This design comes from an exercise in tuning for small area on the open sky130 flow, not from production work. RTL that was checked went through simulation tests only; none was proved equivalent to the original. For runs 1 and 2, only the layout was checked, not whether the RTL still works. Power figures rest on the tool's default switching activity, not on a simulated workload.

$ cat flow/design.v
`timescale 1ns / 1ps
module CPU_Set(
    input CLK,
    input reset,
    input [15:0] camera,
    input [15:0] move_command,
    input [15:0] data_out,
    output [23:0] memory_location,
    output reg [15:0] memory_input,
    output reg [127:0] display,
    output reg write_memory
    );
    localparam [4:0] OP_STORE = 5'd1,  OP_ADD = 5'd2,  OP_SUB = 5'd3,  OP_MOVE = 5'd4,
                     OP_SLL = 5'd5,    OP_SRL = 5'd6,  OP_LHI = 5'd7,  OP_LLO = 5'd8,
                     OP_JUMP = 5'd9,   OP_CAM = 5'd11, OP_MVB = 5'd12, OP_BNE = 5'd13,
                     OP_BEQ = 5'd14,   OP_SLT = 5'd15, OP_AND = 5'd16, OP_OR = 5'd17,
                     OP_NOT = 5'd18,   OP_LOAD = 5'd19, OP_LOADL = 5'd20, OP_STOREL = 5'd21;
    reg [15:0] word;
    reg [14:0] pc;
    reg [7:0]  hi;           
    reg [2:0]  rts;          
    reg [1:0]  phase;
    reg        mflag;        
    reg        mready;       
    reg        lstore;       
    reg        addr_word;    
    reg        zero;         
    reg        pload;        
    reg [15:0] P;            
    reg        loc_pc;       
    reg        loc_hw;       
    wire [4:0] op  = word[15:11];
    wire [4:0] dop = data_out[15:11];
    wire ph0 = phase == 2'd0;
    wire ph1 = phase == 2'd1;
    wire ph2 = phase == 2'd2;
    wire ph3 = phase == 2'd3;
    wire halted = pc > 15'd22;
    assign memory_location[23:16] = loc_hw ? hi : 8'd0;
    assign memory_location[15:8]  = loc_hw ? word[15:8] : loc_pc ? {1'b0, pc[14:8]} : 8'd0;
    assign memory_location[7:0]   = loc_pc ? pc[7:0] : word[7:0];
    reg [2:0] ridx;
    always @(*) begin
        case (phase)
            2'd0: ridx = mflag ? rts : data_out[10:8];
            2'd1: ridx = word[7:5];
            default: ridx = word[4:2];
        endcase
    end
    wire [15:0] rdat = display[ridx*16 +: 16];
    function [15:0] rev(input [15:0] x);
        integer k;
        for (k = 0; k < 16; k = k + 1) rev[k] = x[15-k];
    endfunction
    wire        inv = op != OP_ADD;
    wire [16:0] sum = {1'b0, P} + {1'b0, rdat ^ {16{inv}}} + {16'd0, inv};
    wire        eq  = sum[15:0] == 16'd0;
    wire [15:0] shl = P << word[4:1];
    reg [15:0] res;
    always @(*) begin
        case (op)
            OP_ADD, OP_SUB: res = sum[15:0];
            OP_SLT: res = {15'd0, ~sum[16]};
            OP_AND: res = P & rdat;
            OP_OR:  res = P | rdat;
            OP_NOT: res = ~P;
            OP_SLL: res = shl;
            OP_SRL: res = rev(shl);
            OP_LHI, OP_LLO: res = {word[7:0], word[7:0]};
            default: res = P;
        endcase
    end
    wire alu_wr = ~addr_word & (op == OP_ADD || op == OP_SUB || op == OP_MOVE || op == OP_SLL ||
                                op == OP_SRL || op == OP_LHI || op == OP_LLO || op == OP_CAM ||
                                op == OP_MVB || op == OP_SLT || op == OP_AND || op == OP_OR ||
                                op == OP_NOT);
    wire [2:0]  wdst = pload ? rts : word[10:8];
    wire [15:0] wdat = (pload ? P : res) & {16{~reset}};
    wire wr_hi = ph3 & (pload | (alu_wr & op != OP_LLO));
    wire wr_lo = ph3 & (pload | (alu_wr & op != OP_LHI));
    wire taken_br = ~addr_word & ((op == OP_BNE & ~zero) | (op == OP_BEQ & zero));
    wire is_jump  = ~addr_word & (op == OP_JUMP);
    wire [10:0] ja = is_jump ? word[10:0] : taken_br ? {6'd0, word[4:0]} : 11'd0;
    wire ja_zero = ja == 11'd0;
    wire [9:0] mag = {ja[10:2], ja[1] | ja_zero};
    wire [14:0] pc_next = pc + ({{5{ja[0]}}, mag ^ {10{ja[0]}}}) + {14'd0, ja[0]};
    wire ls0    = ph0 & ~mflag & (dop == OP_LOADL || dop == OP_STOREL);
    wire st0    = ph0 & ~mflag & (dop == OP_STOREL);
    wire ldst1  = ph1 & ~mflag & (op == OP_LOAD || op == OP_STORE);
    wire do_ld  = ph2 & mready & lstore;
    integer i;
    always @(posedge CLK) begin
        for (i = 0; i < 8; i = i + 1) begin
            if (reset | (wr_hi && wdst == i)) display[i*16+8 +: 8] <= wdat[15:8];
            if (reset | (wr_lo && wdst == i)) display[i*16   +: 8] <= wdat[7:0];
        end
        if (reset | ph2) pc <= pc_next & {15{~reset}};
        if (reset | (ph0 & mflag) | st0) memory_input <= rdat & {16{~reset}};
        if (ph0 & (~halted | ls0)) word <= data_out;
        if (ph0 | ph1 | do_ld)
            P <= ph2 ? data_out : (ph1 & op == OP_CAM) ? camera : (ph1 & op == OP_MVB) ? move_command :
                 (ph1 & op == OP_SRL) ? rev(rdat) : rdat;
        if (ldst1) hi <= word[7:0];
        if (ldst1) rts <= word[10:8];
        else if (ls0 & dop == OP_LOADL) rts <= data_out[10:8];
        if (ph1) zero <= eq;
        if (reset) begin
            phase <= 2'd3;
            mflag <= 1'b0;
            mready <= 1'b0;
            lstore <= 1'b1;
            write_memory <= 1'b0;
            addr_word <= 1'b1;
            pload <= 1'b0;
            loc_pc <= 1'b1;
            loc_hw <= 1'b0;
        end else begin
            phase <= halted ? 2'd0 : phase + 2'd1;
            case (phase)
            2'd0: begin
                if (mflag) mready <= 1'b1;
                else if (ls0) begin
                    loc_pc <= 1'b0;
                    loc_hw <= 1'b0;
                    mready <= 1'b1;
                    lstore <= dop == OP_LOADL;
                    if (st0) write_memory <= 1'b1;
                end
            end
            2'd1: begin
                addr_word <= mflag;
                if (mflag) begin
                    write_memory <= ~lstore;
                    loc_pc <= 1'b0;
                    loc_hw <= 1'b1;
                    mflag <= 1'b0;
                end else begin
                    if (ldst1) begin
                        mflag <= 1'b1;
                        lstore <= op == OP_LOAD;
                    end
                    if (op == OP_STOREL) write_memory <= 1'b0;
                end
            end
            2'd2: begin
                write_memory <= 1'b0;
                loc_pc <= 1'b1;
                loc_hw <= 1'b0;
                pload <= mready & lstore;
                if (mready & lstore) mready <= 1'b0;
            end
            default: ;
            endcase
        end
    end
endmodule
$ cat flow/flow/run.sh
#!/bin/bash
# Standard ORFS layout, with two changes to what the layout inserts:
#  - ports are buffered with the smallest buffer (buf_1) instead of the
#    resizer's default pick;
#  - clock tree built from small clock buffers, without dummy loads.
set -euo pipefail
export BUFFER_PORTS_ARGS="-buffer_cell sky130_fd_sc_hd__buf_1"
export CTS_ARGS="-sink_clustering_enable -repair_clock_nets -dont_use_dummy_load -buf_list {sky130_fd_sc_hd__clkbuf_2 sky130_fd_sc_hd__clkbuf_4 sky130_fd_sc_hd__clkbuf_8}"
bash standard.sh > standard.log 2>&1
$ cat flow/standard.sh
#!/bin/bash
# synth_recipe.tcl (not shown) runs the flow's synth.tcl, then flattens the netlist and writes it again
# the make line also repeats each setting of config.mk as NAME=value (left out here)
make -C /OpenROAD-flow-scripts/flow DESIGN_CONFIG=/design/flow/config.mk WORK_HOME=/design/flow/orfs CLKGATE_MAP_FILE= SYNTH_SCRIPT=/design/flow/synth_recipe.tcl "${@:-finish}"
$ cat flow/config.mk
export PLATFORM = sky130hd
export DESIGN_NAME = CPU_Set
export DESIGN_NICKNAME = CPU_Set
export VERILOG_FILES = /design/flow/design.v
export SDC_FILE = /design/flow/constraint.sdc
export NUM_CORES = 4
export LEC_CHECK = 0
export ABC_AREA = 1
export CAP_MARGIN = 20
export CORE_MARGIN = 2
export CORE_UTILIZATION = 55
export SLEW_MARGIN = 20
$ cat flow/constraint.sdc
create_clock -name core_clock -period 10.0 [get_ports {CLK}]
set_input_delay 2.0000 -clock core_clock [delete_from_list [all_inputs] [get_ports {CLK}]]
set_output_delay 2.0000 -clock core_clock [all_outputs]
set_load 0.01 [all_outputs]
==> results of run 1 <==
==> power breakdown <==
group | switching, mW | internal [mW] | leakage [nW]
clock | 0.313 | 0.326 | 0.266
combinational | 0.417 | 0.177 | 3.24
sequential | 0.0598 | 1.06 | 2.12
==> logic make-up after synthesis <==
group	Yosys count	share of synthesized area
adder cells (fa/ha/maj)	38	0.0379
multiplexers	2	0.00164
buffers and inverters	211	0.0707
flip-flops	213	0.487
AND/OR/NAND/NOR	608	0.204
XOR/XNOR	29	0.0196
AO/OA/AOI/OAI	385	0.179
==> Yosys cell counts, types with 8 or more instances <==
library cell	instances
o2111ai_1	12
nor2_1	144
o22ai_1	12
clkbuf_1	31
o21ai_0	124
a31oi_1	8
nand2_1	291
inv_1	133
or2_2	10
o21ai_1	49
nand3_1	82
a21oi_1	90
o211ai_2	9
dfxtp_1	10
nor3_1	27
o211ai_1	45
buf_2	12
nand2_2	15
ha_1	36
buf_6	9
nor4_1	8
inv_2	13
xor2_1	24
o21ai_2	9
edfxtp_1	203
==> area by class of cell <==
class                      instances  area, sq um  area share
inverter                         151          584      0.0406
sequential                       213         6300       0.437
timing repair buffer             225          871      0.0604
multi-input combinational       1062         5750       0.399
tap                              319          399      0.0277
clock buffer                      37          509      0.0353
==> through the flow <==
step           setup slack [ns]  hold slack [ns]  power [mW]
6_report                   4.07            0.517        2.36
5_1_grt                    3.65            0.543        2.45
4_1_cts                    4.13            0.514        2.35
3_5_place_dp               3.60            0.511        1.72
3_3_place_gp               3.73            0.489        1.71
2_1_floorplan              4.91            0.424        1.51
==> layer usage <==
| metal | wire, microns | track usage | part of all wire | vias up |
|---|---|---|---|---|
| met5 | 0 | 0 | 0 | - |
| met4 | 2640 | 0.184 | 0.059 | 0 |
| met3 | 3730 | 0.0487 | 0.083 | 140 |
| met2 | 20700 | 0.578 | 0.46 | 724 |
| met1 | 18000 | 0.466 | 0.40 | 5707 |
| li1 | - | - | - | 5595 |
==> registers in the layout, indices dropped and copies added (netlist names) <==
register,count
P,16
pload,1
pc,15
addr_word,1
phase,2
display,128
mflag,1
hi,8
rts,3
lstore,1
memory_input,16
mready,1
write_memory,1
loc_pc,1
zero,1
word,16
loc_hw,1
==> worst max-delay path, stage by stage <==
cell and delay [ns]:
buf_1 0.10, nand3_1 0.14, nand3_4 0.12, nand2_4 0.55, inv_8 0.22, nor2_1 0.17, o22ai_1 0.11, o21ai_2 0.36
xor2_1 0.12, ha_1 0.36, inv_1 0.07, nor3_1 0.17, nand2_1 0.07, nand2_1 0.13, a21boi_0 0.16, o21ai_0 0.30
nand2_1 0.09, nand2_1 0.12, nand3_1 0.09, nand3_1 0.11, o2111ai_1 0.11, o211ai_1 0.21, inv_1 0.20
==> final timing paths <==
check,startpoint,end,slack [ns],cells after the start
min reg2reg,mready$_SDFFE_PP0P_,mready$_SDFFE_PP0P_,0.52,2
max reg2reg,phase[1]$_SDFF_PP1_,display[16]$_DFFE_PP_,4.48,25
max,data_out[8],display[16]$_DFFE_PP_,4.07,23
min,mready$_SDFFE_PP0P_,mready$_SDFFE_PP0P_,0.52,2
==> impl_metrics.tcl, run 1 <==
set metrics [dict create \
    final_common_cell "nand2_1" \
    area_growth_pct 11.4 \
    start_util 0.556 \
    cts_tree "yes" \
    power_leakage_nw 5.63 \
    clock_latency_ns 0.54 \
    setup_viol 0 \
    hold_viol_final 0 \
    worstMarginPinSlew_ns 1.00 \
    final-max-slew-violation-count 0 \
    via_count 12200 \
    fin_crit_sh 0.593 \
    path_max_fanout 79 \
    final_core_util 0.619 \
    cap_violations 0 \
    wl_microns 45000 \
    cts_setup_buffers 0 \
    detailed_place_hpwl_microns 34200 \
    core_area_sq_mm 0.0233 \
    layout.cells.non_filler 2007 \
    gp_congestion 1.01 \
    synth-main-ff-cell "edfxtp_1" \
    period_needed_ns 5.93 \
    dp_cells 1970 \
    synth_top_area_cell "edfxtp_1" \
    via_per_inst 6.06 \
    grt_pass1_wl_microns 65000 \
    drcViolationCount 0 \
    final_area_sq_mm 0.0144 \
    synth-edff-count 203 \
    ir_worst_vdd_mv 0.127 \
    slew_headroom 0.331 \
    cts_buffer_depth 3 \
    root_buffer "clkbuf_8" \
    hold_class "reg -> reg" \
    synthDistinctLibCells 62 \
    async_flop_share 0 \
    syn-num-nets 1574 \
    synth-seq-cells 213 \
    ant_nets 0 \
    grt.overflow.total 0 \
    grt_start_max_net_pins 80 \
    grt_pass1_vias 11000 \
    dieWidth_microns 157 \
    cp-end-kind "register" \
    cts_resized 0 \
    synth.avg_cell_area_sq_um 8.71 \
    synthCells 1486 \
    ctsHoldBuffers 0 \
    drive_gt1_frac 0.0741 \
    cp.required_ns 10.21 \
    yosysWarnings 1 \
    cts-buffers-inserted 37 \
    h-tree-depth 2 \
    synth_area_leaders "edfxtp_1, nand2_1, o21ai_0" \
    rsz0062_at_grt "false" \
    insertedDiodeCount 0 \
    fin_setup_tns_ns 0 \
    cts.sink_count 213 \
    cp.arrival_ns 6.14 \
    dieArea_sq_mm 0.0248 \
    clk_pin_slew_ns 0.05 \
    ys_seq_area_frac 0.487 \
    portBuffers 218 \
    status "complete, no violations" \
    placed_cell_area_sq_mm 0.0139 \
    die_y_microns 157 \
    path_class "in -> reg" \
    routedWlPerCell_microns 22.4 \
    netlist_area_sq_mm 0.0129 \
    grtUsageTotal 0.355 \
    yosysTopAreaCellShare 0.471 \
    max_freq_mhz 169 \
    num-nets-final 1778 \
    n_fill_cell 2125 \
    row_count 56 \
    grt_antenna_before_repair 0 \
    crit_path_start_kind "primary input" \
    power.density_mw_per_mm2 163 \
    layout_common_cells "nand2_1, buf_1, edfxtp_1" \
    drtIter0Drc 1505 \
    pin_count 219 \
    fin_worst_skew_ns 0.0615 \
    firstDrtPassIters 6 \
]
==> inputs of run 2 (changes only) <==
--- a/flow/design.v
+++ b/flow/design.v
@@ -77,3 +77,3 @@
     wire [2:0]  wdst = pload ? rts : word[10:8];
-    wire [15:0] wdat = (pload ? P : res) & {16{~reset}};
+    wire [15:0] wdat = P & {16{~reset}};
     wire wr_hi = ph3 & (pload | (alu_wr & op != OP_LLO));
@@ -99,4 +99,4 @@
         if (ph0 & (~halted | ls0)) word <= data_out;
-        if (ph0 | ph1 | do_ld)
-            P <= ph2 ? data_out : (ph1 & op == OP_CAM) ? camera : (ph1 & op == OP_MVB) ? move_command :
+        if (ph0 | ph1 | ph2)
+            P <= do_ld ? data_out : ph2 ? res : (ph1 & op == OP_CAM) ? camera : (ph1 & op == OP_MVB) ? move_command :
                  (ph1 & op == OP_SRL) ? rev(rdat) : rdat;
==> flow/flow/run.sh (replaced) <==
#!/bin/bash
set -euo pipefail
here=$(pwd)

# synthesis script: synth_recipe.tcl, sourcing a copy of ORFS synth.tcl whose final abc
# call uses our ABC script
sed "s#^  log_cmd abc {\*}\$abc_args#  lset abc_args 1 $here/flow/abc.script\n  log_cmd abc {*}\$abc_args#" \
    "$FLOW_HOME/scripts/synth.tcl" > "$here/synth_own.tcl"
grep -q "flow/abc.script" "$here/synth_own.tcl"
sed "s#\$::env(SCRIPTS_DIR)/synth.tcl#$here/synth_own.tcl#" synth_recipe.tcl > "$here/own_synth.tcl"
grep -q "synth_own.tcl" "$here/own_synth.tcl"
sed "s#SYNTH_SCRIPT=[^ ]*#SYNTH_SCRIPT=$here/own_synth.tcl#" standard.sh > "$here/own_standard.sh"
grep -q "own_synth.tcl" "$here/own_standard.sh"

export BUFFER_PORTS_ARGS="-buffer_cell sky130_fd_sc_hd__buf_1"
export CTS_ARGS="-sink_clustering_enable -repair_clock_nets -dont_use_dummy_load -buf_list {sky130_fd_sc_hd__clkbuf_4} -sink_clustering_size 8 -sink_clustering_max_diameter 50"

bash "$here/own_standard.sh" synth > "$here/synth.log" 2>&1
bash "$here/own_standard.sh" > "$here/layout.log" 2>&1
==> flow/flow/abc.script (new file) <==
strash
&get -n
&deepsyn -T 60
&put
dch
amap
strash
dch
amap
topo
==> impl_metrics.tcl, run 2 <==
set metrics [dict create \
    status "complete, no violations" \
    cap_violations 0 \
    async_flop_share 0 \
    power.density_mw_per_mm2 166 \
    rsz0062_at_grt "false" \
    path_max_fanout 32 \
    cpMaxStageDelayCell "a31oi_1" \
    n_fill_cell 1728 \
    cts_tree "yes" \
    ys_seq_area_frac 0.557 \
    cts-buffers-inserted 35 \
    final_area_sq_mm 0.0130 \
    cp-startpoint "data_out[8]" \
    critical_path.most_common_cell "nor2_1" \
    cts_buffer_depth 3 \
    synth-edff-count 203 \
    wl_met1_microns 15800 \
    via_count 10800 \
    grt_pass1_vias 10100 \
    grt_start_max_net_pins 55 \
    dieWidth_microns 147 \
    wl_microns 41100 \
    wl_met2_microns 17700 \
    setup_viol 0 \
    core_area_sq_mm 0.0202 \
    synth_top_area_cell "edfxtp_1" \
    r2r-start "phase[1]$_SDFF_PP1_" \
    synth-main-ff-cell "edfxtp_1" \
    cp.required_ns 10.42 \
    ir_worst_vdd_mv 0.129 \
    synth_area_leaders "edfxtp_1, nor2_1, o22ai_1" \
    worstMarginPinSlew_ns 1.22 \
    cp-end-kind "register" \
    synthTopCellsByCount "nor2_1, edfxtp_1, clkinv_1" \
    drcViolationCount 0 \
    area_growth_pct 14.8 \
    crit_path_start_kind "primary input" \
    portBuffers 218 \
    top_register "display" \
    path_class "in -> reg" \
    max_stage_delay_ns 0.61 \
    endpoint "P[15]$_DFFE_PP_" \
    fin_crit_sh 0.770 \
    fin_worst_skew_ns 0.0604 \
    cts.sink_count 213 \
    reg2reg_slack_ns 2.44 \
    via_per_inst 6.51 \
    cts_resized 0 \
    crit_buf_inv 5 \
    num-nets-final 1481 \
    max_freq_mhz 130 \
    met3_wirelength_microns 5410 \
    final-max-slew-violation-count 0 \
    slew_headroom 0.163 \
    ctsHoldBuffers 0 \
    r2r_end "P[15]$_DFFE_PP_" \
    clk_pin_slew_ns 0.10 \
    row_count 52 \
    layout.cells.non_filler 1665 \
    grt.overflow.total 0 \
    yosysTopAreaCellShare 0.539 \
    grt_pass1_wl_microns 60200 \
    dieArea_sq_mm 0.0217 \
    dp_cells 1629 \
    hold_viol_final 0 \
    fin_setup_tns_ns 0 \
    netlist_area_sq_mm 0.0113 \
    min_path_cells 2 \
    largest_register_ffs 128 \
    clock_latency_ns 0.67 \
    synth-seq-cells 213 \
    synthCells 1113 \
    firstDrtPassIters 8 \
    syn-num-nets 1198 \
    synthDistinctLibCells 46 \
    root_buffer "clkbuf_4" \
    crit_family "compound AO/OA/AOI/OAI gates" \
    cp.arrival_ns 8.12 \
    final_common_cell "nor2_1" \
    cts_setup_buffers 0 \
    dp_slack_ns 1.82 \
    cp.depth 38 \
    layout_common_cells "nor2_1, buf_1, edfxtp_1" \
    grtUsageTotal 0.370 \
    setup_ws_ns 2.30 \
    grt_antenna_before_repair 1 \
    placed_cell_area_sq_mm 0.0127 \
    power_leakage_nw 4.42 \
    highest_layer "met4" \
    hold_slack_ns 0.476 \
    start_util 0.559 \
    die_y_microns 147 \
    detailed_place_hpwl_microns 30800 \
    synth.most_common_cell "nor2_1" \
    pin_count 219 \
    routedWlPerCell_microns 24.7 \
    yosysWarnings 1 \
    ant_nets 0 \
    drive_gt1_frac 0.0495 \
    period_needed_ns 7.70 \
    reg2reg_depth 39 \
    drtIter0Drc 1276 \
    h-tree-depth 2 \
    hold_class "reg -> reg" \
    synth.avg_cell_area_sq_um 10.2 \
    gp_congestion 1.05 \
]
run 2: cell types whose count changed after synthesis, moves of 24 or more:
cell,change
a21oi_1,-61
clkbuf_1,-31
clkinv_1,+104
inv_1,-133
nand2_1,-234
nand3_1,-67
nor2_1,+89
o211ai_1,-42
o21ai_0,-56
o21ai_1,-49
o22ai_1,+70
xor2_1,-24
run 2: worst min-delay path by stage:
stage                         from                   to  slack (ns)
2_1_floorplan  mready$_SDFFE_PP0P_  mready$_SDFFE_PP0P_        0.44
3_5_place_dp   mready$_SDFFE_PP0P_  mready$_SDFFE_PP0P_        0.46
4_1_cts        mready$_SDFFE_PP0P_  mready$_SDFFE_PP0P_        0.48
6_report       mready$_SDFFE_PP0P_  mready$_SDFFE_PP0P_        0.48
3_3_place_gp   mready$_SDFFE_PP0P_  mready$_SDFFE_PP0P_        0.45
5_1_grt        mready$_SDFFE_PP0P_  mready$_SDFFE_PP0P_        0.51
run 2: logic make-up after synthesis:
logic type,synth area share
and+or+nand+nor,0.162
AOI/OAI and AO/OA,0.206
DFF,0.557
buffers and inverters,0.0352
adders and majority gates,0.0401
run 2: layout make-up:
type	instances	area [sq um]	share of cell area
diodes	1	2.50	0.000193
clock buffers	35	263	0.0202
inverters	106	398	0.0307
multi-input cells	794	4650	0.358
flip-flops and latches	213	6300	0.485
well taps	270	338	0.0260
repair buffers	246	1030	0.0793
run 2: per-layer routing:
metal | vias to the layer above | global-route usage
li1 | 4844 | -
met1 | 4999 | 0.503
met2 | 839 | 0.548
met3 | 154 | 0.113
met4 | 0 | 0.174
met5 | - | 0
run 2: metrics by stage:
stage / utilization / total power [mW]
global placement: 0.628 / 1.69
detailed placement: 0.628 / 1.69
global route: 0.641 / 2.23
finish: 0.641 / 2.15
CTS: 0.641 / 2.14
floorplan: - / 1.47
run 2: power breakdown:
| group | internal (mW) | total [mW] | switching (mW) |
|---|---|---|---|
| clock network | 0.161 | 0.462 | 0.301 |
| logic | 0.174 | 0.536 | 0.362 |
| registers | 1.08 | 1.16 | 0.0730 |
run 2: tightest hold or removal path: stages, from the launching register on:
cell and delay (ns):
dfxtp_1 0.32, nand2_1 0.05, o21ai_0 0.06
==> inputs of run 3 (changes only) <==
--- a/flow/design.v
+++ b/flow/design.v
@@ -17,5 +17,4 @@
                      OP_NOT = 5'd18,   OP_LOAD = 5'd19, OP_LOADL = 5'd20, OP_STOREL = 5'd21;
-    reg [15:0] word;
+    reg [15:0] word;         
     reg [14:0] pc;
-    reg [7:0]  hi;           
     reg [2:0]  rts;          
@@ -27,3 +26,4 @@
     reg        zero;         
-    reg        pload;        
+    reg        wr_hi;        
+    reg        wr_lo;        
     reg [15:0] P;            
@@ -38,3 +38,3 @@
     wire halted = pc > 15'd22;
-    assign memory_location[23:16] = loc_hw ? hi : 8'd0;
+    assign memory_location[23:16] = loc_hw ? P[7:0] : 8'd0;
     assign memory_location[15:8]  = loc_hw ? word[15:8] : loc_pc ? {1'b0, pc[14:8]} : 8'd0;
@@ -68,4 +68,3 @@
             OP_SRL: res = rev(shl);
-            OP_LHI, OP_LLO: res = {word[7:0], word[7:0]};
-            default: res = P;
+            default: res = P;    
         endcase
@@ -76,6 +75,2 @@
                                 op == OP_NOT);
-    wire [2:0]  wdst = pload ? rts : word[10:8];
-    wire [15:0] wdat = P & {16{~reset}};
-    wire wr_hi = ph3 & (pload | (alu_wr & op != OP_LLO));
-    wire wr_lo = ph3 & (pload | (alu_wr & op != OP_LHI));
     wire taken_br = ~addr_word & ((op == OP_BNE & ~zero) | (op == OP_BEQ & zero));
@@ -88,4 +83,6 @@
     wire st0    = ph0 & ~mflag & (dop == OP_STOREL);
-    wire ldst1  = ph1 & ~mflag & (op == OP_LOAD || op == OP_STORE);
-    wire do_ld  = ph2 & mready & lstore;
+    wire ldst   = op == OP_LOAD || op == OP_STORE;
+    wire ldst1  = ph1 & ~mflag & ldst;
+    wire do_ld  = mready & lstore;
+    wire [15:0] wdat = word & {16{~reset}};
     integer i;
@@ -93,4 +90,4 @@
         for (i = 0; i < 8; i = i + 1) begin
-            if (reset | (wr_hi && wdst == i)) display[i*16+8 +: 8] <= wdat[15:8];
-            if (reset | (wr_lo && wdst == i)) display[i*16   +: 8] <= wdat[7:0];
+            if (reset | (ph3 & wr_hi & rts == i)) display[i*16+8 +: 8] <= wdat[15:8];
+            if (reset | (ph3 & wr_lo & rts == i)) display[i*16   +: 8] <= wdat[7:0];
         end
@@ -98,8 +95,9 @@
         if (reset | (ph0 & mflag) | st0) memory_input <= rdat & {16{~reset}};
-        if (ph0 & (~halted | ls0)) word <= data_out;
-        if (ph0 | ph1 | ph2)
-            P <= do_ld ? data_out : ph2 ? res : (ph1 & op == OP_CAM) ? camera : (ph1 & op == OP_MVB) ? move_command :
-                 (ph1 & op == OP_SRL) ? rev(rdat) : rdat;
-        if (ldst1) hi <= word[7:0];
-        if (ldst1) rts <= word[10:8];
+        if ((ph0 & (~halted | ls0)) | ph2) word <= (ph2 & ~do_ld) ? res : data_out;
+        if ((ph0 | ph1) & ~mflag)
+            P <= ph0 ? rdat :
+                 (op == OP_CAM) ? camera : (op == OP_MVB) ? move_command :
+                 (op == OP_SRL) ? rev(rdat) :
+                 (ldst | op == OP_LHI | op == OP_LLO) ? {word[7:0], word[7:0]} : rdat;
+        if (ldst1 | (ph2 & ~do_ld)) rts <= word[10:8];
         else if (ls0 & dop == OP_LOADL) rts <= data_out[10:8];
@@ -112,4 +110,4 @@
             write_memory <= 1'b0;
-            addr_word <= 1'b1;
-            pload <= 1'b0;
+            wr_hi <= 1'b0;
+            wr_lo <= 1'b0;
             loc_pc <= 1'b1;
@@ -137,3 +135,3 @@
                 end else begin
-                    if (ldst1) begin
+                    if (ldst) begin
                         mflag <= 1'b1;
@@ -148,4 +146,5 @@
                 loc_hw <= 1'b0;
-                pload <= mready & lstore;
-                if (mready & lstore) mready <= 1'b0;
+                wr_hi <= do_ld | (alu_wr & op != OP_LLO);
+                wr_lo <= do_ld | (alu_wr & op != OP_LHI);
+                if (do_ld) mready <= 1'b0;
             end
--- a/flow/flow/run.sh
+++ b/flow/flow/run.sh
@@ -15,3 +15,3 @@
 export BUFFER_PORTS_ARGS="-buffer_cell sky130_fd_sc_hd__buf_1"
-export CTS_ARGS="-sink_clustering_enable -repair_clock_nets -dont_use_dummy_load -buf_list {sky130_fd_sc_hd__clkbuf_4} -sink_clustering_size 8 -sink_clustering_max_diameter 50"
+export CTS_ARGS="-sink_clustering_enable -repair_clock_nets -dont_use_dummy_load -buf_list {sky130_fd_sc_hd__clkbuf_4} -sink_clustering_size 6 -sink_clustering_max_diameter 40"
 
==> impl_metrics.tcl, run 3 <==
set metrics [dict create \
    core_area_sq_mm 0.0195 \
    min_path_cells 1 \
    ctsHoldBuffers 0 \
    cap_violations 0 \
    crit_path_start_kind "primary input" \
    final_common_cell "buf_1" \
    cts_resized 0 \
    setup_ws_ns 1.76 \
    die_y_microns 145 \
    slew_headroom 0.177 \
    synthMuxAreaShare 0 \
    grtUsageTotal 0.372 \
    synth_top_family_by_area "compound AO/OA/AOI/OAI gates" \
    netlist_area_sq_mm 0.0110 \
    drive_gt1_frac 0.0572 \
    status "complete, no violations" \
    rsz0062_at_grt "false" \
    num-nets-final 1454 \
    cts.sink_count 206 \
    power.density_mw_per_mm2 181 \
    firstDrtPassIters 7 \
    reg2reg_slack_ns 1.94 \
    routedWlPerCell_microns 24.7 \
    synth.avg_cell_area_sq_um 10.3 \
    fin_crit_sh 0.824 \
    cts_setup_buffers 0 \
    path_class "in -> reg" \
    top_register "display" \
    max_stage_delay_ns 0.79 \
    h-tree-depth 2 \
    reg2reg_depth 33 \
    fin_worst_skew_ns 0.0740 \
    critical_path.most_common_cell "nor2_1" \
    synth_area_leaders "edfxtp_1, nor2_1, ha_1" \
    synth-edff-count 196 \
    power_leakage_nw 4.37 \
    synth-main-ff-cell "edfxtp_1" \
    grt_pass1_wl_microns 59600 \
    root_buffer "clkbuf_4" \
    dieArea_sq_mm 0.0211 \
    hold_slack_ns 0.489 \
    async_flop_share 0 \
    ant_nets 0 \
    row_count 51 \
    start_util 0.562 \
    clock_latency_ns 0.68 \
    synth_fa_ha_area_frac 0.0458 \
    synth-simple-area-share 0.140 \
    cp.required_ns 10.37 \
    cp.arrival_ns 8.61 \
    ys_seq_area_frac 0.554 \
    grt_pass1_vias 9940 \
    wl_microns 40300 \
    synthTopCellsByCount "nor2_1, edfxtp_1, clkinv_1" \
    cp-end-kind "register" \
    detailed_place_hpwl_microns 30600 \
    holdCritStartpoint "wr_lo$_SDFFE_PP0P_" \
    synth-seq-cells 206 \
    period_needed_ns 8.24 \
    via_count 10900 \
    r2r_end "zero$_DFFE_PN_" \
    drcViolationCount 0 \
    synth_xor_xnor_area_share 0 \
    cts-buffers-inserted 44 \
    cts_buffer_depth 3 \
    pin_count 219 \
    setup_viol 0 \
    grt.overflow.total 0 \
    cpMaxStageDelayCell "a222oi_1" \
    dieWidth_microns 145 \
    worstMarginPinSlew_ns 1.23 \
    synth_top_area_cell "edfxtp_1" \
    hold_viol_final 0 \
    synthCells 1068 \
    yosysWarnings 1 \
    synth.most_common_cell "nor2_1" \
    cts_tree "yes" \
    grt_antenna_before_repair 1 \
    portBuffers 218 \
    drtIter0Drc 1509 \
    synth_compound_area_frac 0.220 \
    final-max-slew-violation-count 0 \
    fin_setup_tns_ns 0 \
    syn-num-nets 1157 \
    largest_register_ffs 128 \
    hold_class "reg -> reg" \
    layout_common_cells "buf_1, nor2_1, edfxtp_1" \
    path_max_fanout 16 \
    grt_start_max_net_pins 56 \
    synthDistinctLibCells 43 \
    clk_pin_slew_ns 0.06 \
    ir_worst_vdd_mv 0.131 \
    dp_slack_ns 1.33 \
    r2r-start "word[2]$_DFFE_PP_" \
    gp_congestion 1.02 \
    via_per_inst 6.68 \
    yosysTopAreaCellShare 0.536 \
    max_freq_mhz 121 \
    area_growth_pct 15.8 \
    worst_hold_path.endpoint "wr_lo$_SDFFE_PP0P_" \
]
run 3: cell types whose count changed after synthesis, sizes merged, moves of 11 or more:
cell    before  now
a21oi       29   51
clkinv     106  117
nor2       233  206
o21ai       68   50
o221ai      24   35
o32a         1   12
or2         23    4
run 3: logic make-up after synthesis:
family | Yosys count
AO/OA/AOI/OAI | 348
adder cells (fa/ha/maj) | 39
buffers and inverters | 117
flip-flops | 206
AND/OR/NAND/NOR | 358
run 3: metrics by stage:
step	utilization	std cells	area (sq um)	total power [mW]
6_report	0.651	1629	12700	2.30
5_1_grt	0.651	1629	12700	2.39
4_1_cts	0.651	1627	12700	2.28
3_5_place_dp	0.634	1583	12400	1.79
3_3_place_gp	0.634	1583	12400	1.79
2_1_floorplan	-	1068	11000	1.53
run 3: metal layers:
layer | part of all wire | up-vias | GRT usage
met1 | 0.38 | 5037 | 0.542
met4 | 0.043 | 0 | 0.150
met5 | 0 | - | 0
li1 | - | 4740 | -
met3 | 0.15 | 135 | 0.0984
met2 | 0.43 | 968 | 0.533
run 3: final cells by class:
type | instances | area (sq um)
fillers | 1677 | 6810
flip-flops and latches | 206 | 6090
multi-input cells | 745 | 4460
repair buffers | 251 | 1060
inverters | 117 | 439
well taps | 265 | 332
clock buffers | 44 | 330
diodes | 1 | 2.50
run 3: worst max-delay path: cells and delay by family:
family / cells / cell delay (ns)
fa+ha+maj: 1 / 0.30
simple gates: 17 / 2.02
buf+inv: 6 / 1.32
compound gates: 13 / 2.95
run 3: worst max-delay path by stage:
stage	startpoint	endpoint	slack [ns]	cells past startpoint
after floorplan	data_out[9]	word[15]$_DFFE_PP_	1.46	35
after global placement	data_out[9]	word[15]$_DFFE_PP_	1.50	37
after detailed placement	data_out[9]	word[15]$_DFFE_PP_	1.33	37
after CTS	data_out[9]	word[15]$_DFFE_PP_	1.98	37
after global routing	data_out[10]	word[15]$_DFFE_PP_	1.30	38
final	data_out[9]	word[15]$_DFFE_PP_	1.76	37
run 3: where the power goes:
group,switching [mW],internal [mW]
Clock,0.299,0.201
Sequential,0.0728,1.04
Combinational,0.456,0.231
==> inputs of run 4 (changes only) <==
--- a/flow/design.v
+++ b/flow/design.v
@@ -29,4 +29,3 @@
     reg [15:0] P;            
-    reg        loc_pc;       
-    reg        loc_hw;       
+    reg        loc_ls;       
     wire [4:0] op  = word[15:11];
@@ -38,5 +37,6 @@
     wire halted = pc > 15'd22;
+    wire loc_hw = ph2 & addr_word;
     assign memory_location[23:16] = loc_hw ? P[7:0] : 8'd0;
-    assign memory_location[15:8]  = loc_hw ? word[15:8] : loc_pc ? {1'b0, pc[14:8]} : 8'd0;
-    assign memory_location[7:0]   = loc_pc ? pc[7:0] : word[7:0];
+    assign memory_location[15:8]  = loc_hw ? word[15:8] : loc_ls ? 8'd0 : {1'b0, pc[14:8]};
+    assign memory_location[7:0]   = (loc_hw | loc_ls) ? word[7:0] : pc[7:0];
     reg [2:0] ridx;
@@ -112,4 +112,3 @@
             wr_lo <= 1'b0;
-            loc_pc <= 1'b1;
-            loc_hw <= 1'b0;
+            loc_ls <= 1'b0;
         end else begin
@@ -120,4 +119,3 @@
                 else if (ls0) begin
-                    loc_pc <= 1'b0;
-                    loc_hw <= 1'b0;
+                    loc_ls <= 1'b1;
                     mready <= 1'b1;
@@ -131,4 +129,2 @@
                     write_memory <= ~lstore;
-                    loc_pc <= 1'b0;
-                    loc_hw <= 1'b1;
                     mflag <= 1'b0;
@@ -144,4 +140,3 @@
                 write_memory <= 1'b0;
-                loc_pc <= 1'b1;
-                loc_hw <= 1'b0;
+                loc_ls <= 1'b0;
                 wr_hi <= do_ld | (alu_wr & op != OP_LLO);
--- a/flow/flow/run.sh
+++ b/flow/flow/run.sh
@@ -1,10 +1,16 @@
 #!/bin/bash
+# Own layout flow: the standard ORFS flow with these changes.
+#  2. Ports are buffered with the smallest buffer (buf_1).
+#  3. The clock tree uses clkbuf_4 with small sink clusters and no dummy loads.
+# Each tool's output goes to its own log in this folder (ORFS also keeps its
+# per-step logs in orfs/logs).
 set -euo pipefail
 here=$(pwd)
+export OWN_FLOW_DIR="$here/flow"
 
-# synthesis script: synth_recipe.tcl, sourcing a copy of ORFS synth.tcl whose final abc
-# call uses our ABC script
-sed "s#^  log_cmd abc {\*}\$abc_args#  lset abc_args 1 $here/flow/abc.script\n  log_cmd abc {*}\$abc_args#" \
+# synthesis script: synth_recipe.tcl, sourcing a copy of ORFS synth.tcl whose final
+# abc call is replaced by flow/abc_multi.tcl
+sed "s#^  log_cmd abc {\*}\$abc_args#  source $here/flow/abc_multi.tcl#" \
     "$FLOW_HOME/scripts/synth.tcl" > "$here/synth_own.tcl"
-grep -q "flow/abc.script" "$here/synth_own.tcl"
+grep -q "abc_multi.tcl" "$here/synth_own.tcl"
 sed "s#\$::env(SCRIPTS_DIR)/synth.tcl#$here/synth_own.tcl#" synth_recipe.tcl > "$here/own_synth.tcl"
==> flow/flow/abc.script (replaced) <==
strash
&get -n
&deepsyn -T 60 -S @SEED@
&put
dch -f
amap -F 4 -A 4
strash
dch -f
amap -F 4 -A 4
topo
==> flow/flow/abc_multi.tcl (new file) <==
# Sourced by synth_own.tcl in place of ORFS's final "abc" call.
# Runs the final ABC technology mapping with flow/abc.script once per seed
# and keeps the smallest mapped netlist (by liberty cell area).  Flip-flops are
# mapped before this point and are not touched by ABC.
set own_flow_dir $::env(OWN_FLOW_DIR)
set own_seeds {0 1 2 3}
if { [info exists ::env(OWN_ABC_SEEDS)] } { set own_seeds $::env(OWN_ABC_SEEDS) }
set fh [open $own_flow_dir/abc.script r]
set own_script_text [read $fh]
close $fh
design -save own_pre_abc
set own_best_area -1
foreach own_seed $own_seeds {
  design -load own_pre_abc
  set own_sc $::env(RESULTS_DIR)/abc_seed$own_seed.script
  set fh [open $own_sc w]
  puts -nonewline $fh [string map [list @SEED@ $own_seed] $own_script_text]
  close $fh
  set own_args $abc_args
  lset own_args 1 $own_sc
  log_cmd abc {*}$own_args
  tee -q -o $::env(RESULTS_DIR)/abc_seed$own_seed.stat stat {*}$lib_args
  set fh [open $::env(RESULTS_DIR)/abc_seed$own_seed.stat r]
  set own_stat [read $fh]
  close $fh
  regexp {Chip area for module[^:]*:\s*([0-9.]+)} $own_stat -> own_area
  puts "ABC seed $own_seed: area $own_area"
  if { $own_best_area < 0 || $own_area < $own_best_area } {
    set own_best_area $own_area
    design -save own_best
  }
}
design -load own_best
puts "ABC best area $own_best_area"
--- a/flow/config.mk
+++ b/flow/config.mk
@@ -8,5 +8,6 @@
 export ABC_AREA = 1
-export CAP_MARGIN = 20
+export CAP_MARGIN = 5
 export CORE_MARGIN = 2
 export CORE_UTILIZATION = 55
-export SLEW_MARGIN = 20
+export GPL_TIMING_DRIVEN = 0
+export SLEW_MARGIN = 5
==> impl_metrics.tcl, run 4 <==
set metrics [dict create \
    status "complete, no violations" \
    grtUsageTotal 0.358 \
    dp_cells 1544 \
    firstDrtPassIters 8 \
    cts_buffer_depth 3 \
    wl_microns 37800 \
    period_needed_ns 8.76 \
    netlist_area_sq_mm 0.0108 \
    ys_seq_area_frac 0.563 \
    power_leakage_nw 4.18 \
    layout_common_cells "buf_1, edfxtp_1, nor2_1" \
    crit_path_start_kind "primary input" \
    synth-edff-count 196 \
    fin_worst_skew_ns 0.0534 \
    synth.most_common_cell "edfxtp_1" \
    row_count 51 \
    detailed_place_hpwl_microns 27900 \
    ctsHoldBuffers 0 \
    drive_gt1_frac 0.0529 \
    via_count 10400 \
    root_buffer "clkbuf_4" \
    slew_headroom 0.165 \
    drtIter0Drc 1631 \
    pin_count 219 \
    synth_top_area_cell "edfxtp_1" \
    core_area_sq_mm 0.0193 \
    rsz0062_at_grt "false" \
    power.density_mw_per_mm2 199 \
    clk_pin_slew_ns 0.08 \
    die_y_microns 144 \
    fin_crit_sh 0.876 \
    num-nets-final 1414 \
    grt_antenna_before_repair 2 \
    cts_tree "yes" \
    synthCells 1039 \
    max_freq_mhz 114 \
    grt_start_max_net_pins 37 \
    setup_viol 0 \
    async_flop_share 0 \
    yosysTopAreaCellShare 0.546 \
    cp.required_ns 10.38 \
    cts-buffers-inserted 43 \
    via_per_inst 6.55 \
    cpMaxStageDelayCell "clkinv_1" \
    final-max-slew-violation-count 0 \
    final_common_cell "buf_1" \
    synth_area_leaders "edfxtp_1, nor2_1, o22ai_1" \
    synthDistinctLibCells 39 \
    layout.cells.non_filler 1590 \
    cts_resized 0 \
    gp_congestion 1.03 \
    critical_path.most_common_cell "nor2_1" \
    cts.sink_count 205 \
    drcViolationCount 0 \
    grt.overflow.total 0 \
    ant_nets 0 \
    synth-main-ff-cell "edfxtp_1" \
    cts_setup_buffers 0 \
    synthTopCellsByCount "edfxtp_1, nor2_1, clkinv_1" \
    path_class "in -> reg" \
    dieWidth_microns 144 \
    synth-seq-cells 205 \
    hold_viol_final 0 \
    yosysWarnings 1 \
    synth.avg_cell_area_sq_um 10.4 \
    portBuffers 218 \
    grt_pass1_vias 9318 \
    cp.arrival_ns 9.14 \
    h-tree-depth 2 \
    global_route.usage.met1 0.509 \
    worstMarginPinSlew_ns 1.25 \
    area_growth_pct 15.6 \
    path_max_fanout 24 \
    routedWlPerCell_microns 23.8 \
    grt.met3_usage 0.0666 \
    top_register "display" \
    grt_pass1_wl_microns 54800 \
    cp-end-kind "register" \
    hold_slack_ns 0.453 \
    syn-num-nets 1128 \
    hold_class "reg -> reg" \
    grt_busiest_layer "met2" \
    dieArea_sq_mm 0.0207 \
    max_stage_delay_ns 0.91 \
    ir_worst_vdd_mv 0.105 \
    cap_violations 0 \
    met2_usage 0.554 \
    largest_register_ffs 128 \
    start_util 0.557 \
    clock_latency_ns 0.65 \
]
-- run 4: changes by cell type after synthesis, moves of 11 or more --
cell,before,now
o21ai_0,50,86
a222oi_1,11,22
o21a_1,29,7
o32ai_1,1,14
nor2_1,206,189
nor3_1,38,13
o22ai_1,72,101
-- run 4: kinds of logic after synthesis --
family | count (synthesis) | synth area share
AOI/OAI and AO/OA | 397 | 0.245
adders and majority gates | 39 | 0.0467
buffers and inverters | 125 | 0.0435
DFF | 205 | 0.563
and+or+nand+nor | 273 | 0.102
-- run 4: area by class of cell --
cell class | instances | area, sq um
multi-input combinational | 709 | 4250
timing repair buffer | 241 | 1010
fill | 1701 | 6880
tap | 265 | 332
antenna | 2 | 5.00
clock buffer | 43 | 323
sequential | 205 | 6070
inverter | 125 | 469
-- run 4: worst paths after layout --
check,start,endpoint,slack (ns),cells after the start
setup / recovery,data_out[8],word[15]$_DFFE_PP_,1.24,39
hold / removal,write_memory$_SDFFE_PP0P_,write_memory$_SDFFE_PP0P_,0.45,2
setup reg to reg,word[12]$_DFFE_PP_,word[15]$_DFFE_PP_,1.33,36
hold reg to reg,write_memory$_SDFFE_PP0P_,write_memory$_SDFFE_PP0P_,0.45,2
-- run 4: power breakdown --
part	leakage [nW]	internal (mW)	total, mW	switching (mW)
combinational	1.92	0.265	0.843	0.578
sequential	2.06	1.06	1.15	0.0852
clock	0.198	0.197	0.493	0.297
total	4.18	1.52	2.48	0.960
-- run 4: critical path: cells and delay by family --
| kind | cells | cell delay (ns) |
|---|---|---|
| buffers and inverters | 4 | 1.42 |
| adder cells (fa/ha/maj) | 1 | 0.37 |
| AND/OR/NAND/NOR | 21 | 2.43 |
| AO/OA/AOI/OAI | 13 | 2.93 |
-- run 4: layer usage --
layer	part of all wire	up-vias
li1	-	4649
met1	0.40	4900
met2	0.45	751
met3	0.11	110
met4	0.035	0
met5	0	-
-- run 4: per-stage QoR --
stage / worst slack [ns] / TNS, ns / utilization / power, mW / instance area [sq um]
finish: 1.24 / 0 / 0.644 / 2.48 / 12500
global route: 0.760 / 0 / 0.644 / 2.59 / 12500
CTS: 1.45 / 0 / 0.644 / 2.46 / 12400
detailed placement: 0.794 / 0 / 0.627 / 1.98 / 12100
global placement: -1.31 / -7.12 / 0.617 / 1.96 / 11900
floorplan: 2.23 / 0 / - / 1.68 / 10800
==> inputs of run 5 (changes only) <==
--- a/flow/design.v
+++ b/flow/design.v
@@ -90,4 +90,4 @@
         for (i = 0; i < 8; i = i + 1) begin
-            if (reset | (ph3 & wr_hi & rts == i)) display[i*16+8 +: 8] <= wdat[15:8];
-            if (reset | (ph3 & wr_lo & rts == i)) display[i*16   +: 8] <= wdat[7:0];
+            if (reset | (wr_hi & rts == i)) display[i*16+8 +: 8] <= wdat[15:8];
+            if (reset | (wr_lo & rts == i)) display[i*16   +: 8] <= wdat[7:0];
         end
@@ -104,2 +104,4 @@
         if (ph1) zero <= eq;
+        wr_hi <= ~reset & ph2 & (do_ld | (alu_wr & op != OP_LLO));
+        wr_lo <= ~reset & ph2 & (do_ld | (alu_wr & op != OP_LHI));
         if (reset) begin
@@ -110,4 +112,2 @@
             write_memory <= 1'b0;
-            wr_hi <= 1'b0;
-            wr_lo <= 1'b0;
             loc_ls <= 1'b0;
@@ -141,4 +141,2 @@
                 loc_ls <= 1'b0;
-                wr_hi <= do_ld | (alu_wr & op != OP_LLO);
-                wr_lo <= do_ld | (alu_wr & op != OP_LHI);
                 if (do_ld) mready <= 1'b0;
--- a/flow/config.mk
+++ b/flow/config.mk
@@ -8,6 +8,6 @@
 export ABC_AREA = 1
-export CAP_MARGIN = 5
+export CAP_MARGIN = 20
 export CORE_MARGIN = 2
-export CORE_UTILIZATION = 55
+export CORE_UTILIZATION = 70
 export GPL_TIMING_DRIVEN = 0
-export SLEW_MARGIN = 5
+export SLEW_MARGIN = 20
==> impl_metrics.tcl, run 5 <==
set metrics [dict create \
    status "complete, no violations" \
    synth.most_common_cell "nor2_1" \
    top_register "display" \
    synth-main-ff-cell "edfxtp_1" \
    crit_buf_inv 3 \
    routedWlPerCell_microns 27.7 \
    detailed_place_hpwl_microns 29000 \
    grt_antenna_before_repair 1 \
    n_fill_cell 883 \
    rsz0062_at_grt "false" \
    num-nets-final 1415 \
    cp.required_ns 10.40 \
    fin_worst_skew_ns 0.0745 \
    async_flop_share 0 \
    largest_register_ffs 128 \
    layout_common_cells "buf_1, nor2_1, edfxtp_1" \
    clk_pin_slew_ns 0.08 \
    pin_count 219 \
    crit_family "simple AND/OR/NAND/NOR gates" \
    die_y_microns 128 \
    cts.sink_count 205 \
    ir_worst_vdd_mv 0.203 \
    cts-buffers-inserted 40 \
    synthTopCellsByCount "nor2_1, edfxtp_1, clkinv_1" \
    max_stage_delay_ns 0.77 \
    crit_path_start_kind "primary input" \
    cts_resized 0 \
    row_count 45 \
    grt_pass1_vias 10700 \
    setup_viol 0 \
    hold_viol_final 0 \
    path_class "in -> reg" \
    cap_violations 0 \
    fin_setup_tns_ns 0 \
    final_core_util 0.813 \
    seqCellArea_sq_mm 0.00607 \
    grt.overflow.total 0 \
    ys_seq_area_frac 0.564 \
    via_per_inst 7.61 \
    synth-edff-count 196 \
    start_util 0.712 \
    cts_setup_buffers 0 \
    wl_microns 42000 \
    hold_slack_ns 0.513 \
    synth_area_leaders "edfxtp_1, nor2_1, o22ai_1" \
    yosysTopAreaCellShare 0.548 \
    ant_nets 0 \
    h-tree-depth 2 \
    multi_input_area_sq_mm 0.00429 \
    power.density_mw_per_mm2 195 \
    period_needed_ns 8.17 \
    path_max_fanout 16 \
    synth-seq-cells 205 \
    gp_congestion 1.05 \
    netlist_area_sq_mm 0.0107 \
    dieArea_sq_mm 0.0164 \
    drtIter0Drc 2479 \
    synthCells 1058 \
    root_buffer "clkbuf_4" \
    synth_top_area_cell "edfxtp_1" \
    grt_pass1_wl_microns 61400 \
    cpMaxStageDelayCell "nand3_1" \
    slew_headroom 0.133 \
    core_area_sq_mm 0.0151 \
    grt_start_max_net_pins 43 \
    power_leakage_nw 4.18 \
    synth.avg_cell_area_sq_um 10.2 \
    firstDrtPassIters 9 \
    drcViolationCount 0 \
    grtUsageTotal 0.505 \
    cts_tree "yes" \
    drive_gt1_frac 0.0468 \
    hold_class "reg -> reg" \
    ctsHoldBuffers 0 \
    final_common_cell "buf_1" \
    area_growth_pct 14.1 \
    final-max-slew-violation-count 0 \
    yosysWarnings 1 \
    worstMarginPinSlew_ns 1.29 \
    syn-num-nets 1146 \
    via_count 11500 \
    critical_path.most_common_cell "nor2_1" \
    dieWidth_microns 128 \
    clock_latency_ns 0.67 \
    max_freq_mhz 122 \
    portBuffers 218 \
    synthDistinctLibCells 43 \
    cts_buffer_depth 3 \
    totalPowerFinal_mw 2.40 \
    fin_crit_sh 0.817 \
    cp-end-kind "register" \
    cp.arrival_ns 8.57 \
]
## run 5: cell type report
| type | count | share of cell area |
|---|---|---|
| timing repair buffer | 227 | 0.0741 |
| clock buffer | 40 | 0.0245 |
| sequential | 205 | 0.495 |
| antenna | 1 | 0.000204 |
| tap | 188 | 0.0192 |
| multi-input combinational | 730 | 0.350 |
| inverter | 123 | 0.0376 |
## run 5: where the power goes
| part | internal, mW | total [mW] | switching (mW) |
|---|---|---|---|
| clock network | 0.184 | 0.489 | 0.305 |
| logic | 0.239 | 0.788 | 0.549 |
| registers | 1.04 | 1.12 | 0.0751 |
## run 5: final timing paths
| kind | from | to | slack, ns | depth (start not counted) |
|---|---|---|---|---|
| hold reg to reg | write_memory$_SDFFE_PP0P_ | write_memory$_SDFFE_PP0P_ | 0.51 | 2 |
| hold / removal | write_memory$_SDFFE_PP0P_ | write_memory$_SDFFE_PP0P_ | 0.51 | 2 |
| setup reg to reg | phase[1]$_SDFF_PP1_ | zero$_DFFE_PN_ | 1.95 | 36 |
| setup / recovery | data_out[10] | zero$_DFFE_PN_ | 1.83 | 35 |
## run 5: cell families after synthesis
| group | share of synthesized area |
|---|---|
| DFF | 0.564 |
| and+or+nand+nor | 0.124 |
| AOI/OAI and AO/OA | 0.223 |
| adders and majority gates | 0.0456 |
| buffers and inverters | 0.0430 |
## run 5: per-stage QoR
| step | instances | instance area [sq um] | setup slack [ns] |
|---|---|---|---|
| final | 1514 | 12300 | 1.83 |
| after global routing | 1514 | 12300 | 1.44 |
| after CTS | 1511 | 12200 | 2.11 |
| after detailed placement | 1471 | 11900 | 1.54 |
| after global placement | 1464 | 11800 | 1.43 |
| after floorplan | 1058 | 10700 | 2.98 |
## run 5: metal layers
metal | share of wire | track usage
met1 | 0.31 | 0.626
met2 | 0.43 | 0.762
met4 | 0.082 | 0.303
met5 | 0 | 0
met3 | 0.18 | 0.188
## run 5: worst reg2reg max path, delay by kind of cell, from the launching register on
family | cells | cell delay [ns]
simple gates | 19 | 3.61
compound gates | 12 | 2.45
buf+inv | 3 | 0.68
fa+ha+maj | 2 | 0.64
flops | 1 | 0.42
==> inputs of run 6 (changes only) <==
--- a/flow/flow/run.sh
+++ b/flow/flow/run.sh
@@ -2,2 +2,8 @@
 # Own layout flow: the standard ORFS flow with these changes.
+#     - no extract_fa: adders are left as plain gates for ABC instead of being
+#       hard-mapped to half/full adder cells;
+#     - the final ABC technology mapping: flow/abc_multi.tcl runs flow/abc.script
+#       (area-oriented: deepsyn + amap) with a few seeds and keeps the smallest netlist.
+#     Both only touch combinational logic; the flip-flop mapping and register names
+#     are unchanged.
 #  2. Ports are buffered with the smallest buffer (buf_1).
@@ -12,5 +18,7 @@
 # abc call is replaced by flow/abc_multi.tcl
-sed "s#^  log_cmd abc {\*}\$abc_args#  source $here/flow/abc_multi.tcl#" \
+sed -e "s#^  log_cmd abc {\*}\$abc_args#  source $here/flow/abc_multi.tcl#" \
+    -e "s#^  extract_fa {\*}\[dont_use_extract_fa_args\]#  puts {extract_fa skipped by own flow}#" \
     "$FLOW_HOME/scripts/synth.tcl" > "$here/synth_own.tcl"
 grep -q "abc_multi.tcl" "$here/synth_own.tcl"
+grep -q "extract_fa skipped" "$here/synth_own.tcl"
 sed "s#\$::env(SCRIPTS_DIR)/synth.tcl#$here/synth_own.tcl#" synth_recipe.tcl > "$here/own_synth.tcl"
--- a/flow/flow/abc_multi.tcl
+++ b/flow/flow/abc_multi.tcl
@@ -5,3 +5,3 @@
 set own_flow_dir $::env(OWN_FLOW_DIR)
-set own_seeds {0 1 2 3}
+set own_seeds {0}
 if { [info exists ::env(OWN_ABC_SEEDS)] } { set own_seeds $::env(OWN_ABC_SEEDS) }
--- a/flow/config.mk
+++ b/flow/config.mk
@@ -10,4 +10,4 @@
 export CORE_MARGIN = 2
-export CORE_UTILIZATION = 70
-export GPL_TIMING_DRIVEN = 0
+export CORE_UTILIZATION = 60
+export SETUP_SLACK_MARGIN = 0.4
 export SLEW_MARGIN = 20
==> impl_metrics.tcl, run 6 <==
set metrics [dict create \
    hold_class "reg -> reg" \
    ctsHoldBuffers 0 \
    portBuffers 218 \
    cts_tree "yes" \
    synth-seq-cells 205 \
    wl_microns 39100 \
    layout.cells.non_filler 1532 \
    synthDistinctLibCells 37 \
    max_stage_delay_ns 0.80 \
    grt_pass1_wl_microns 56600 \
    critical_path.most_common_cell "nor2_1" \
    yosysTopAreaCellShare 0.565 \
    rsz0062_at_grt "false" \
    drtIter0Drc 1934 \
    totalPowerFinal_mw 2.26 \
    hold_slack_ns 0.457 \
    core_area_sq_mm 0.0171 \
    hold_viol_final 0 \
    top_register "display" \
    grt_pass1_vias 9700 \
    period_needed_ns 8.83 \
    n_fill_cell 1331 \
    detailed_place_hpwl_microns 28400 \
    largest_register_ffs 128 \
    root_buffer "clkbuf_4" \
    r2r-start "phase[1]$_SDFF_PP1_" \
    final-max-slew-violation-count 0 \
    start_util 0.609 \
    power_leakage_nw 4.10 \
    holdCritStartpoint "mready$_SDFFE_PP0P_" \
    cts.sink_count 205 \
    cts_resized 0 \
    clk_pin_slew_ns 0.08 \
    via_per_inst 7.00 \
    path_max_fanout 11 \
    synth_area_leaders "edfxtp_1, nor2_1, o21ai_0" \
    gp_congestion 1.05 \
    synth-main-ff-cell "edfxtp_1" \
    max_freq_mhz 113 \
    grtUsageTotal 0.415 \
    synthCells 1016 \
    dp_slack_ns 0.753 \
    cp-startpoint "phase[1]$_SDFF_PP1_" \
    power.density_mw_per_mm2 187 \
    dieArea_sq_mm 0.0184 \
    netlist_area_sq_mm 0.0104 \
    die_y_microns 136 \
    ys_seq_area_frac 0.582 \
    yosysWarnings 1 \
    dp_cells 1489 \
    cp-end-kind "register" \
    cpMaxStageDelayCell "or2_0" \
    cp.required_ns 10.31 \
    setup_viol 0 \
    grt.overflow.total 0 \
    layout_common_cells "buf_1, edfxtp_1, nor2_1" \
    firstDrtPassIters 10 \
    status "complete, no violations" \
    drive_gt1_frac 0.0590 \
    path_class "reg -> reg" \
    synth.avg_cell_area_sq_um 10.3 \
    synth_top_area_cell "edfxtp_1" \
    synth-edff-count 196 \
    clock_latency_ns 0.69 \
    h-tree-depth 2 \
    async_flop_share 0 \
    fin_crit_sh 0.883 \
    crit_path_start_kind "register" \
    seqCellArea_sq_mm 0.00607 \
    cp.arrival_ns 9.14 \
    row_count 48 \
    final_core_util 0.706 \
    cts_setup_buffers 0 \
    worstMarginPinSlew_ns 1.12 \
    via_count 10700 \
    synth.most_common_cell "edfxtp_1" \
    final_area_sq_mm 0.0121 \
    slew_headroom 0.251 \
    final_common_cell "buf_1" \
    syn-num-nets 1066 \
    synthTopCellsByCount "edfxtp_1, nor2_1, o21ai_0" \
    dieWidth_microns 136 \
    fin_setup_tns_ns 0 \
    num-nets-final 1358 \
    grt_antenna_before_repair 1 \
    ant_nets 0 \
    cap_violations 0 \
    cts-buffers-inserted 42 \
    multi_input_area_sq_mm 0.00398 \
    drcViolationCount 0 \
    pin_count 219 \
    routedWlPerCell_microns 25.5 \
    setup_ws_ns 1.17 \
    cts_buffer_depth 3 \
    grt_start_max_net_pins 44 \
    area_growth_pct 16.0 \
    ir_worst_vdd_mv 0.114 \
    placed_cell_area_sq_mm 0.0118 \
    fin_worst_skew_ns 0.134 \
]
## run 6: cell types whose count changed after synthesis, moves of 9 or more
cell | before | now
a21oi_1 | 71 | 62
clkinv_1 | 123 | 106
nor4_1 | 24 | 4
a21o_1 | 4 | 23
nor2_1 | 200 | 182
a222oi_1 | 14 | 33
a22oi_1 | 5 | 24
ha_1 | 36 | 0
o21ai_0 | 81 | 127
o22ai_1 | 101 | 73
nand2_1 | 54 | 43
a211oi_1 | 22 | 7
## run 6: cell families (layout without fill, tap and decap cells)
group           after synthesis  after routing  share of synthesized area
flops                       205            205                      0.582
compound gates              437            437                      0.275
other cells                   0              1                          0
buf+inv                     106            396                     0.0382
simple gates                268            268                      0.104
## run 6: worst max-delay path, delay by kind of cell, from the launching register on
family / cells / cell delay (ns)
AOI/OAI and AO/OA: 12 / 2.97
buffers and inverters: 4 / 0.71
DFF: 1 / 0.45
and+or+nand+nor: 28 / 4.38
## run 6: path summary, 6_finish.rpt
| path | endpoint | slack, ns | cells past startpoint |
|---|---|---|---|
| worst max-delay path | word[14]$_DFFE_PP_ | 1.17 | 44 |
| worst min-delay path | mready$_SDFFE_PP0P_ | 0.46 | 2 |
| worst min register to register | mready$_SDFFE_PP0P_ | 0.46 | 2 |
| worst max register to register | word[14]$_DFFE_PP_ | 1.17 | 44 |
## run 6: per-layer routing
layer / wire length [microns] / up-vias / GRT usage / share of wire
li1: - / 4596 / - / -
met1: 13900 / 4897 / 0.571 / 0.35
met2: 17500 / 1059 / 0.631 / 0.45
met3: 6020 / 165 / 0.110 / 0.15
met4: 1760 / 0 / 0.173 / 0.045
met5: 0 / - / 0 / 0
## run 6: area by class of cell
cell class | count | area share
diodes | 1 | 0.000207
clock buffers | 42 | 0.0261
inverters | 106 | 0.0329
multi-input cells | 705 | 0.329
flip-flops and latches | 205 | 0.502
well taps | 225 | 0.0233
repair buffers | 248 | 0.0864
## run 6: power by group
group          switching (mW)  total (mW)  internal [mW]  leakage, nW
logic                   0.461       0.667          0.206         1.85
registers              0.0720        1.11           1.04         2.06
clock network           0.293       0.485          0.192        0.193

## afterwards: timing with drivers on the ports
Ports are ideal in the flow. The routed layouts listed here were re-timed in OpenROAD. Step 1 (the two cells are an assumption about what drives the block):
set clk [get_ports {CLK}]
set_driving_cell -lib_cell sky130_fd_sc_hd__clkbuf_16 $clk
set_driving_cell -lib_cell sky130_fd_sc_hd__buf_2 [delete_from_list [all_inputs] $clk]
Step 2, shift: input delay + t, output delay - t, t = (earliest + latest rising clock arrival at the registers) / 2. This alone moves slack from input paths to output paths. Slacks: no drivers / after step 1 / after step 2; pairs: no drivers / after step 1.
run | shift t [ns] | slack for setup (ns) | hold slack, ns | clock arrival spread, ns | pins driven straight from the clock port
run 1 | 0.557 | 4.067 / 4.092 / 3.535 | 0.517 / 0.517 / 0.517 | 0.062 / 0.061 | 1
run 2 | 0.677 | 2.300 / 2.309 / 1.632 | 0.476 / 0.476 / 0.476 | 0.061 / 0.060 | 1
run 3 | 0.686 | 1.762 / 1.785 / 1.099 | 0.489 / 0.489 / 0.489 | 0.074 / 0.074 | 1
run 4 | 0.665 | 1.239 / 1.256 / 0.591 | 0.453 / 0.453 / 0.453 | 0.054 / 0.053 | 1
run 5 | 0.675 | 1.828 / 1.847 / 1.171 | 0.513 / 0.513 / 0.513 | 0.075 / 0.075 | 1
run 6 | 0.666 | 1.167 / 1.167 / 0.529 | 0.457 / 0.457 / 0.457 | 0.134 / 0.133 | 1
After both steps setup and hold are still met in every run listed. For run 2, which loses most, drivers alone change the setup slack by +0.009 ns; drivers and shift together by -0.668 ns.
